Context: an optimization exercise on an open-source flow, tuned for small area, a short achievable clock period and few clock cycles. The choices shown serve that exercise and are no tape-out recipe.
Only simulation tests tie the RTL to the original design; equivalence was not proved.

## exu
module exu(
	input wire clk,
	input wire rstn,
	input wire [19:0] ex_sig,
	input wire [31:0] ex_src1,
	input wire [31:0] ex_src2,
	input wire ex_out_valid,
	output reg [31:0] ex_result,
	output wire [2:0] ex_exception,
	output reg ex_in_valid
	);
clock: 10.0 ns
lec_check: 0
abc_clock_period_in_ps: 5000
cap_margin: 30
core_margin: 2
core_utilization: 45
setup_slack_margin: 4
slew_margin: 30
tns_end_percent: 10
standard.sh (not shown) runs the stock make flow with config.mk's settings and CLKGATE_MAP_FILE= SYNTH_SCRIPT=/design/flow/synth_recipe.tcl, a recipe that flattens the netlist after the stock synthesis.
==> flow/flow/run.sh <==
#!/bin/bash
# The standard layout (standard.sh: ORFS synthesis to finish, unchanged
# scripts and settings), with two changes to how the layout is made:
#  - port buffers are buf_2 cells (buffer_ports otherwise picks the slow
#    clkdlybuf4s50 delay cell for every input and output port);
#  - the resizer may swap cells of different footprints when it repairs
#    timing (the platform sets MATCH_CELL_FOOTPRINT = 1).
# make's full output goes to orfs_make.log in the work folder; ORFS keeps
# each tool's log under orfs/logs/.
set -euo pipefail
bash standard.sh MATCH_CELL_FOOTPRINT=0 "BUFFER_PORTS_ARGS=-buffer_cell sky130_fd_sc_hd__buf_2" finish > orfs_make.log 2>&1
Testbench counts at the start, summed over its fixed seeds: cycles 122,462.
Rerun with:
--- a/flow/design.v
+++ b/flow/design.v
@@ -113,17 +113,17 @@
 	wire [22:0] mix2 = {X[10:0], 12'd0} - mymux;
 	always @(posedge clk) begin
 		if (~rstn) begin
 			{st_mul, st_fa1, st_fa2, st_dneg, st_dnorm, st_diter, st_dfix, st_x0, st_lm1, st_lm2} <= 10'd0;
 			ex_in_valid <= 1'b0;
 		end else begin
 			ex_in_valid <= 1'b0;
 			if (idle & ex_out_valid) begin
-				A <= ex_sig[11] ? 32'd8385537 + {22'd0, ex_src2[22:13]} - {9'd0, ex_src2[22:13], 13'd0} : ex_src1;
+				A <= ex_sig[11] ? {7'd0, 1'b1, 13'd0, 11'd0} + {22'd0, 1'b1, ex_src2[22:13]} + 32'd1 : ex_src1;
 				B <= ex_src2;
 				sA <= ex_sig[1] | ex_sig[2];
 				sB <= ex_sig[1];
 				MA <= ex_sig[10] ? {10'd1, ex_src1[22:0]} : {(ex_sig[1] | ex_sig[2]) & ex_src1[31], ex_src1};
 				ph_sq <= 1'b0;
 				ph_m1 <= 1'b0;
 				o_fdiv <= ex_sig[11];
 				o_div <= ex_sig[4] | ex_sig[5];
@@ -133,20 +133,20 @@
 				SIGD <= ex_src2[31];
 				FSUB <= ex_sig[9];
 				SY <= is_fadd ? fa_sy : (ex_src1[31] ^ ex_src2[31]);
 				SWP <= lt31;
 				EY0 <= sm_i;
 				R0 <= cmp_bit;
 				P <= ex_sig[11] ? {1'b0, ex_src1} : 33'd0;
 				Q <= ex_sig[10] ? {8'd0, 1'b1, ex_src2[22:0]} :
-				     ex_sig[11] ? {9'd0, 1'b1, ex_src2[22:13], 1'b1, 11'd0} : ex_src2;
-				X <= 13'd1;
-				cnt <= ex_sig[10] ? 5'd2 : ex_sig[11] ? 5'd5 : 5'd3;
-				SGL <= 1'b0;
+				     ex_sig[11] ? {8'd0, 1'b1, ex_src2[22:13], 1'b1, 12'd0} : ex_src2;
+				X <= 13'd0;
+				cnt <= ex_sig[10] ? 5'd2 : ex_sig[11] ? 5'd6 : 5'd3;
+				SGL <= 1'b1;
 				os_cmp <= |ex_sig[14:12];
 				os_sg <= ex_sig[15] | ex_sig[16];
 				osel <= {ex_sig[10] | ex_sig[11], ex_sig[4] | ex_sig[5], ex_sig[6] | ex_sig[7], ex_sig[0], ~(ex_sig[0] | is_div | ex_sig[10] | ex_sig[11] | is_cmp)};
 				ex_in_valid <= is_cmp;
 				st_mul <= is_imul | ex_sig[10];
 				st_fa1 <= is_fadd;
 				st_dneg <= is_div & (ex_sig[4] | ex_sig[6]) & (ex_src1[31] | ex_src2[31]);
 				st_dnorm <= is_div & ~((ex_sig[4] | ex_sig[6]) & (ex_src1[31] | ex_src2[31]));
@@ -175,26 +175,20 @@
 				if (o_sdiv & B[31]) B <= negB;
 				st_dneg <= 1'b0;
 				st_dnorm <= 1'b1;
 			end
 			if (st_dnorm) begin
 				st_dnorm <= 1'b0;
 				if (B == 32'd0) begin
 					B <= 32'hffffffff;
-					if (o_sdiv & ((o_div & (SIGX ^ SIGD)) | (o_rem & SIGX)))
-						st_dfix <= 1'b1;
-					else
-						ex_in_valid <= 1'b1;
+					st_dfix <= 1'b1;
 				end else if (nsh[6]) begin
 					B <= 32'd0;
-					if (o_sdiv & o_rem & SIGX)
-						st_dfix <= 1'b1;
-					else
-						ex_in_valid <= 1'b1;
+					st_dfix <= 1'b1;
 				end else begin
 					Q <= Bsh;
 					B <= 32'd0;
 					cnt <= {1'b0, nsh[4:1]};
 					SGL <= ~nsh[0];
 					st_diter <= 1'b1;
 				end
 			end
Effect:
- clock-buffer cell count fell by 8
- global-route usage rose by 0.56 points
- via count fell by 3.6%
- utilization fell by 0.17 points
- final area fell by 3.5%
- wire length fell by 2.3%
- setup slack is worse by 320 ps
Testbench counts after the change, summed over its fixed seeds: cycles 125,594.

---

== v6 ==
Starting RTL as in the previous note.
Settings: LEC_CHECK=0, ABC_CLOCK_PERIOD_IN_PS=5000, CAP_MARGIN=30, CORE_MARGIN=2, CORE_UTILIZATION=45, SETUP_SLACK_MARGIN=4, SLEW_MARGIN=30, TNS_END_PERCENT=0; clock period 10.0 ns.
run.sh (not shown) runs the stock make flow with config.mk's settings and CLKGATE_MAP_FILE= SYNTH_SCRIPT=/design/flow/synth_recipe.tcl, a recipe that flattens the netlist after the stock synthesis.
Stock flow here: none of the scripts above is used.
Testbench counts of v6, summed over its fixed seeds: cycles 122,462.
What v7 does differently from v6 at the input level:
--- a/flow/design.v
+++ b/flow/design.v
@@ -113,17 +113,17 @@
 	wire [22:0] mix2 = {X[10:0], 12'd0} - mymux;
 	always @(posedge clk) begin
 		if (~rstn) begin
 			{st_mul, st_fa1, st_fa2, st_dneg, st_dnorm, st_diter, st_dfix, st_x0, st_lm1, st_lm2} <= 10'd0;
 			ex_in_valid <= 1'b0;
 		end else begin
 			ex_in_valid <= 1'b0;
 			if (idle & ex_out_valid) begin
-				A <= ex_sig[11] ? 32'd8385537 + {22'd0, ex_src2[22:13]} - {9'd0, ex_src2[22:13], 13'd0} : ex_src1;
+				A <= ex_sig[11] ? {7'd0, 1'b1, 13'd0, 11'd0} + {22'd0, 1'b1, ex_src2[22:13]} + 32'd1 : ex_src1;
 				B <= ex_src2;
 				sA <= ex_sig[1] | ex_sig[2];
 				sB <= ex_sig[1];
 				MA <= ex_sig[10] ? {10'd1, ex_src1[22:0]} : {(ex_sig[1] | ex_sig[2]) & ex_src1[31], ex_src1};
 				ph_sq <= 1'b0;
 				ph_m1 <= 1'b0;
 				o_fdiv <= ex_sig[11];
 				o_div <= ex_sig[4] | ex_sig[5];
@@ -133,20 +133,20 @@
 				SIGD <= ex_src2[31];
 				FSUB <= ex_sig[9];
 				SY <= is_fadd ? fa_sy : (ex_src1[31] ^ ex_src2[31]);
 				SWP <= lt31;
 				EY0 <= sm_i;
 				R0 <= cmp_bit;
 				P <= ex_sig[11] ? {1'b0, ex_src1} : 33'd0;
 				Q <= ex_sig[10] ? {8'd0, 1'b1, ex_src2[22:0]} :
-				     ex_sig[11] ? {9'd0, 1'b1, ex_src2[22:13], 1'b1, 11'd0} : ex_src2;
-				X <= 13'd1;
-				cnt <= ex_sig[10] ? 5'd2 : ex_sig[11] ? 5'd5 : 5'd3;
-				SGL <= 1'b0;
+				     ex_sig[11] ? {8'd0, 1'b1, ex_src2[22:13], 1'b1, 12'd0} : ex_src2;
+				X <= 13'd0;
+				cnt <= ex_sig[10] ? 5'd2 : ex_sig[11] ? 5'd6 : 5'd3;
+				SGL <= 1'b1;
 				os_cmp <= |ex_sig[14:12];
 				os_sg <= ex_sig[15] | ex_sig[16];
 				osel <= {ex_sig[10] | ex_sig[11], ex_sig[4] | ex_sig[5], ex_sig[6] | ex_sig[7], ex_sig[0], ~(ex_sig[0] | is_div | ex_sig[10] | ex_sig[11] | is_cmp)};
 				ex_in_valid <= is_cmp;
 				st_mul <= is_imul | ex_sig[10];
 				st_fa1 <= is_fadd;
 				st_dneg <= is_div & (ex_sig[4] | ex_sig[6]) & (ex_src1[31] | ex_src2[31]);
 				st_dnorm <= is_div & ~((ex_sig[4] | ex_sig[6]) & (ex_src1[31] | ex_src2[31]));
Findings:
Result: PASS for each of v7 and v6. Compared with v6, in v7 hold slack went up by 0.011 ns, area of the die lower, number of vias in the routed layout shows a reduction of 3281. v6 was larger in final cell area than v7. Compared with v6, v7 shows a lower number of diodes added for antenna fixing.
Testbench counts of v7, summed over its fixed seeds: cycles 123,756.

---

== before ==
Starting RTL as in the previous note.
// exu
module exu(
	input wire clk,
	input wire rstn,
	input wire [19:0] ex_sig,
	input wire [31:0] ex_src1,
	input wire [31:0] ex_src2,
	input wire ex_out_valid,
	output reg [31:0] ex_result,
	output wire [2:0] ex_exception,
	output reg ex_in_valid
	);
	assign ex_exception = 3'd0;
	reg st_mul, st_fa1, st_fa2, st_dneg, st_dnorm, st_diter, st_dfix,
	    st_x0, st_lm1, st_lm2;
	wire idle = ~(st_mul | st_fa1 | st_fa2 | st_dneg | st_dnorm | st_diter |
	              st_dfix | st_x0 | st_lm1 | st_lm2);
	reg ph_sq, ph_m1;      
	reg [32:0] MA;         
	reg [31:0] A, B, Q;
	reg [32:0] P;
	reg [12:0] X;
	reg [7:0] EY0, EY1;
	reg SY, SWP, F1, FSUB, SGL;
	reg [4:0] cnt;
	reg sA, sB;
	reg o_fdiv, o_div, o_rem, o_sdiv;
	reg SIGX, SIGD;
	reg [4:0] osel;        
	reg os_cmp, os_sg, R0;
	wire [31:0] i1 = ex_src1;
	wire [31:0] i2 = ex_src2;
	wire eq31 = i1[30:0] == i2[30:0];
	wire lt31 = i1[30:0] < i2[30:0];
	wire gt31 = ~lt31 & ~eq31;
	wire feq = eq31 & (i1[31] == i2[31]);
	wire flt = (i1[31] & ~i2[31]) | (~i1[31] & ~i2[31] & lt31) | (i1[31] & i2[31] & gt31);
	wire flt_r = (i2[31] & ~i1[31]) | (~i2[31] & ~i1[31] & gt31) | (i2[31] & i1[31] & lt31);
	wire fle = ~flt_r;
	wire cmp_bit = (ex_sig[12] & feq) | (ex_sig[13] & flt) | (ex_sig[14] & fle) |
	               (ex_sig[15] & i2[31]) | (ex_sig[16] & ~i2[31]);
	wire is_cmp = |ex_sig[16:12];
	wire is_imul = |ex_sig[3:0];
	wire is_div = |ex_sig[7:4];
	wire is_fadd = ex_sig[8] | ex_sig[9];
	wire [8:0] ed = {1'b0, i1[30:23]} - {1'b0, i2[30:23]};
	wire [7:0] sm_i = ed[8] ? (i2[30:23] - i1[30:23]) : ed[7:0];
	wire fa_sy = gt31 ? i1[31] : (i2[31] ^ ex_sig[9]);
	wire [32:0] ma = MA;
	wire last = cnt == 5'd0;
	wire sd = last & sB & Q[7];
	wire [40:0] t;
	mstep mstep_u (.ma(ma), .d({sd, Q[7:0]}), .P(P), .t(t));
	wire [22:0] mymux = P[23] ? P[22:0] : {P[21:0], Q[31]};
	wire [31:0] dmin = A;
	wire [32:0] dsub = {1'b0, dmin} - {1'b0, Q};
	wire dge = ~dsub[32];
	wire [32:0] dsubh = {1'b0, dmin} - {2'b0, Q[31:1]};
	wire [33:0] c3a = {2'b0, dmin}, c3b = ~{2'b0, Q}, c3c = ~{3'b0, Q[31:1]};
	wire [33:0] c3s = c3a ^ c3b ^ c3c;
	wire [33:0] c3c2 = {(c3a[32:0] & c3b[32:0]) | (c3a[32:0] & c3c[32:0]) | (c3b[32:0] & c3c[32:0]), 1'b1};
  ...
Settings: LEC_CHECK=0, ABC_CLOCK_PERIOD_IN_PS=5000, CAP_MARGIN=30, CORE_MARGIN=2, CORE_UTILIZATION=45, SETUP_SLACK_MARGIN=4, SLEW_MARGIN=30, TNS_END_PERCENT=10; clock period 10.0 ns.
Testbench counts of before, summed over its fixed seeds: cycles 122,462.
The following lists how after was set up differently from before:
--- a/flow/design.v
+++ b/flow/design.v
@@ -111,44 +111,44 @@
 	wire [7:0] ey0_n = (D0[9] | fzero) ? 8'd0 : D0[7:0];
 	wire [7:0] ey1_n = (D1[9] | fzero) ? 8'd0 : D1[7:0];
 	wire [22:0] mix2 = {X[10:0], 12'd0} - mymux;
 	always @(posedge clk) begin
 		if (~rstn) begin
 			{st_mul, st_fa1, st_fa2, st_dneg, st_dnorm, st_diter, st_dfix, st_x0, st_lm1, st_lm2} <= 10'd0;
 			ex_in_valid <= 1'b0;
 		end else begin
 			ex_in_valid <= 1'b0;
 			if (idle & ex_out_valid) begin
-				A <= ex_sig[11] ? 32'd8385537 + {22'd0, ex_src2[22:13]} - {9'd0, ex_src2[22:13], 13'd0} : ex_src1;
+				A <= ex_sig[11] ? {7'd0, 1'b1, 13'd0, 11'd0} + {22'd0, 1'b1, ex_src2[22:13]} + 32'd1 : ex_src1;
 				B <= ex_src2;
 				sA <= ex_sig[1] | ex_sig[2];
 				sB <= ex_sig[1];
 				MA <= ex_sig[10] ? {10'd1, ex_src1[22:0]} : {(ex_sig[1] | ex_sig[2]) & ex_src1[31], ex_src1};
 				ph_sq <= 1'b0;
 				ph_m1 <= 1'b0;
 				o_fdiv <= ex_sig[11];
 				o_div <= ex_sig[4] | ex_sig[5];
 				o_rem <= ex_sig[6] | ex_sig[7];
 				o_sdiv <= ex_sig[4] | ex_sig[6];
 				SIGX <= ex_src1[31];
 				SIGD <= ex_src2[31];
 				FSUB <= ex_sig[9];
 				SY <= is_fadd ? fa_sy : (ex_src1[31] ^ ex_src2[31]);
 				SWP <= lt31;
 				EY0 <= sm_i;
 				R0 <= cmp_bit;
 				P <= ex_sig[11] ? {1'b0, ex_src1} : 33'd0;
 				Q <= ex_sig[10] ? {8'd0, 1'b1, ex_src2[22:0]} :
-				     ex_sig[11] ? {9'd0, 1'b1, ex_src2[22:13], 1'b1, 11'd0} : ex_src2;
-				X <= 13'd1;
-				cnt <= ex_sig[10] ? 5'd2 : ex_sig[11] ? 5'd5 : 5'd3;
-				SGL <= 1'b0;
+				     ex_sig[11] ? {8'd0, 1'b1, ex_src2[22:13], 1'b1, 12'd0} : ex_src2;
+				X <= 13'd0;
+				cnt <= ex_sig[10] ? 5'd2 : ex_sig[11] ? 5'd6 : 5'd3;
+				SGL <= 1'b1;
 				os_cmp <= |ex_sig[14:12];
 				os_sg <= ex_sig[15] | ex_sig[16];
 				osel <= {ex_sig[10] | ex_sig[11], ex_sig[4] | ex_sig[5], ex_sig[6] | ex_sig[7], ex_sig[0], ~(ex_sig[0] | is_div | ex_sig[10] | ex_sig[11] | is_cmp)};
 				ex_in_valid <= is_cmp;
 				st_mul <= is_imul | ex_sig[10];
 				st_fa1 <= is_fadd;
 				st_dneg <= is_div & (ex_sig[4] | ex_sig[6]) & (ex_src1[31] | ex_src2[31]);
 				st_dnorm <= is_div & ~((ex_sig[4] | ex_sig[6]) & (ex_src1[31] | ex_src2[31]));
 				st_x0 <= ex_sig[11];
 			end
--- outcome ---
From before to after the numbers moved as follows: cell area now sits lower; cell count after placement went down; placed wire-length estimate after detailed placement decreased by 21000 um relative to the old numbers; non-filler instance count after layout moved down. In after relative to before, area after synthesis had gone down by a few percent. Sequential share of layout area (lower): before. Clock network area share across before and after: no real change. after vs. before: fraction of met3 tracks used by global routing went up by 2.5 points. Comparing before and after, sequential area share after synthesis is higher on after. Sort before and after by biggest fanout along the worst timing path asc -> top: after. before has a higher worst setup timing slack at the placement stage than after. sky130_fd_sc_hd__edfxtp_1 as the slowest stage cell on the critical path was reported by before, and sky130_fd_sc_hd__fa_1 by after. The via count reported for after is lower than the one for before.
Testbench counts of after, summed over its fixed seeds: cycles 123,756.

## separate check: timing with driven ports
The results above use ideal ports. As a check the final layouts listed here were re-extracted and re-timed, cells and wires unchanged.
Step 1 assumes that a clkbuf_16 drives the clock port and a buf_2 every other input.
Step 2 adds t to the input delays and takes it off the output delays; t is the mean of the earliest and latest rising clock arrival at the registers after step 1. Input paths then give back, and output paths get back, about the clock's delay inside the block.
Slacks: no drivers / after step 1 / after step 2; pairs: no drivers / after step 1.
run	shift t [ns]	setup WS [ns]	slew at the worst register clock pin (ns)
the first run of note 1	0.657	3.778 / 3.778 / 3.688	0.07 / 0.07
the second run of note 1	0.708	3.459 / 3.459 / 3.459	0.07 / 0.07
v6	0.680	3.777 / 3.777 / 3.588	0.07 / 0.07
v7	0.711	3.713 / 3.713 / 3.434	0.07 / 0.07
before	0.678	3.808 / 3.808 / 3.573	0.07 / 0.07
after	0.709	3.821 / 3.821 / 3.327	0.07 / 0.07
After both steps setup and hold are still met in every run listed. For after, which loses most, drivers alone change the setup slack by 0.000 ns; drivers and shift together by -0.494 ns.
